This design comes from an exercise in tuning for small area, a short achievable clock period and few clock cycles on the open sky130 flow, not from production work. Function was checked by simulation only, so behaviour that the tests miss may differ from the original. Power figures rest on the tool's default switching activity, not on a simulated workload.

## ember
## topmodule
module topmodule (
    input clk,
    input en,reset,
    output [31:0] imem_addr,
    input  [31:0] imem_rdata,
    output [31:0] dmem_addr,
    output [31:0] dmem_wdata,
    output dmem_we,
    input  [31:0] dmem_rdata,
    output halted
);
Size in the first run: roughly 4300 cells after synthesis, ~640 flip-flops, ~0.042 mm^2 of cells after synthesis.
clock: 5.5 ns
lec_check: 0
cap_margin: 20
core_margin: 2
core_utilization: 40
place_density: 0.6
setup_slack_margin: 0.15
slew_margin: 20
buffer_ports_args: -buffer_cell sky130_fd_sc_hd__buf_2
standard.sh (not shown) runs the stock make flow with config.mk's settings and CLKGATE_MAP_FILE= SYNTH_SCRIPT=/design/flow/synth_recipe.tcl, a recipe that flattens the netlist after the stock synthesis.
==> flow/flow/run.sh <==
#!/bin/bash
# Standard layout (the standard.sh, unchanged synthesis) with extra ORFS
# settings from flow/extra.mk appended to the config: the port buffers are
# plain buffers instead of the default delay-cell buffers.
set -euo pipefail
cat flow/extra.mk >> config.mk
bash standard.sh > standard.log 2>&1
==> flow/flow/extra.mk <==
export BUFFER_PORTS_ARGS = -buffer_cell sky130_fd_sc_hd__buf_2
ember: no failed stages, no open violations at the end
Testbench counts of ember, summed over its fixed seeds: cycles 73,073.
diff inputs: ember => amber
-- flow/design.v --
<<< ember, line 71
    wire [31:0] sp_s = ~v2 ? sp : (push2 | call2) ? spm4 : (pop2 | ret2) ? spp4 : sp;
    wire [31:0] sp_d = (wr2 && w2 == 5'd16) ? wd2 : sp_s;
    wire [7:0]  bhi   = b2[31:24];
    wire        ainc  = ac2 & ~as2;
    wire        adec  = ~ac2 & as2;
    reg  [7:0]  aflip;
    integer k;
    always @(*) begin
        for (k = 0; k < 8; k = k + 1)
            aflip[k] = (ainc & (&(bhi | ~({8{1'b1}} >> (8 - k))))) |
                       (adec & ~(|(bhi & ({8{1'b1}} >> (8 - k)))));
    end
    wire [31:0] maddr = {bhi ^ aflip, b2[23:0]};
    assign dmem_addr  = (ld2 | st2) ? maddr : (push2 | call2) ? sp : spp4;
    assign dmem_wdata = call2 ? b2 : a2;
>>> amber, line 71
    wire [31:0] sp_s = ~v2 ? sp : (push2 | call2) ? spm4 : (pop2 | ret2) ? spp4 : sp;
    wire [31:0] sp_d = (wr2 && w2 == 5'd16) ? wd2 : sp_s;
    wire [17:0] bhi   = b2[31:14];
    wire        ainc  = ac2 & ~as2;
    wire        adec  = ~ac2 & as2;
    reg  [17:0] aflip;
    integer k;
    always @(*) begin
        for (k = 0; k < 18; k = k + 1)
            aflip[k] = (ainc & (&(bhi | ~({18{1'b1}} >> (18 - k))))) |
                       (adec & ~(|(bhi & ({18{1'b1}} >> (18 - k)))));
    end
    wire [31:0] maddr = {bhi ^ aflip, b2[13:0]};
    assign dmem_addr  = (ld2 | st2) ? maddr : (push2 | call2) ? sp : spp4;
    assign dmem_wdata = call2 ? b2 : a2;
<<< ember, line 120
    wire        hazard = is_mem & fwd_a;
    wire [31:0] imm   = {{18{ir[17]}}, ir[17:4]};
    wire [24:0] alo   = {1'b0, base[23:0]} + {1'b0, imm[23:0]};
    wire [31:0] addr1 = {base[31:24], alo[23:0]};
    wire [3:0]  f1    = (is_alur | is_alui) ? ir[3:0] : 4'd0;
    wire        use4  = (f1 == 4'd9) | (f1 == 4'd10);
>>> amber, line 120
    wire        hazard = is_mem & fwd_a;
    wire [31:0] imm   = {{18{ir[17]}}, ir[17:4]};
    wire [14:0] alo   = {1'b0, base[13:0]} + {1'b0, ir[17:4]};
    wire [31:0] addr1 = {base[31:14], alo[13:0]};
    wire [3:0]  f1    = (is_alur | is_alui) ? ir[3:0] : 4'd0;
    wire        use4  = (f1 == 4'd9) | (f1 == 4'd10);
<<< ember, line 168
            b2    <= is_mem ? addr1 : (is_call | (bpred & ir[22])) ? npc : bpred ? tgt_b :
                     sub1 ? ~bsel : bsel;
            ac2   <= alo[24];
            as2   <= ir[17];
            br2   <= bpred;
>>> amber, line 168
            b2    <= is_mem ? addr1 : (is_call | (bpred & ir[22])) ? npc : bpred ? tgt_b :
                     sub1 ? ~bsel : bsel;
            ac2   <= alo[14];
            as2   <= ir[17];
            br2   <= bpred;
Results
- In the tables for ember and amber, internal power reads higher with ember.
- ember reports its cell type of the slowest stage on the worst timing path as sky130_fd_sc_hd__o22ai_1 while amber reports sky130_fd_sc_hd__or4b_4.
- The effective utilization at floorplan on amber is in line with that on ember.
- On amber: combinational share of power is 0.7 points lower than what ember gave.
- Sum of negative setup slack came out exactly the same in ember and amber.
- Diff ember -> amber: pin count of the biggest net entering global routing rose 7; cell count level; layout cell share with drive strength beyond 1 went down; synthesized instance count moved up; met3 layer usage reported by global route went down 1.5 points.
Testbench counts of amber, summed over its fixed seeds: cycles 73,073.

[separate check: timing with driven ports]
Ports are ideal in the flow. The routed layouts listed here were re-timed in OpenROAD.
Step 1: set_driving_cell puts a clkbuf_16 on clk and a buf_2 on each other input, an assumption about the parent block.
Step 2 adds t to the input delays and takes it off the output delays; t is the mean of the earliest and latest rising clock arrival at the registers after step 1. Input paths then give back, and output paths get back, about the clock's delay inside the block.
a / b / c = no drivers / after step 1 / after step 2; a / b = the first two.
| run | t, ns | setup WS [ns] | latest minus earliest clock arrival (ns) |
|---|---|---|---|
| ember | 0.732 | 0.246 / 0.206 / -0.301 | 0.029 / 0.029 |
| amber | 0.725 | 0.093 / 0.020 / -0.200 | 0.046 / 0.046 |
With both steps, setup timing fails in ember and amber, where it was met with ideal ports. For ember, which loses most, drivers alone change the setup slack by -0.040 ns; drivers and shift together by -0.547 ns.
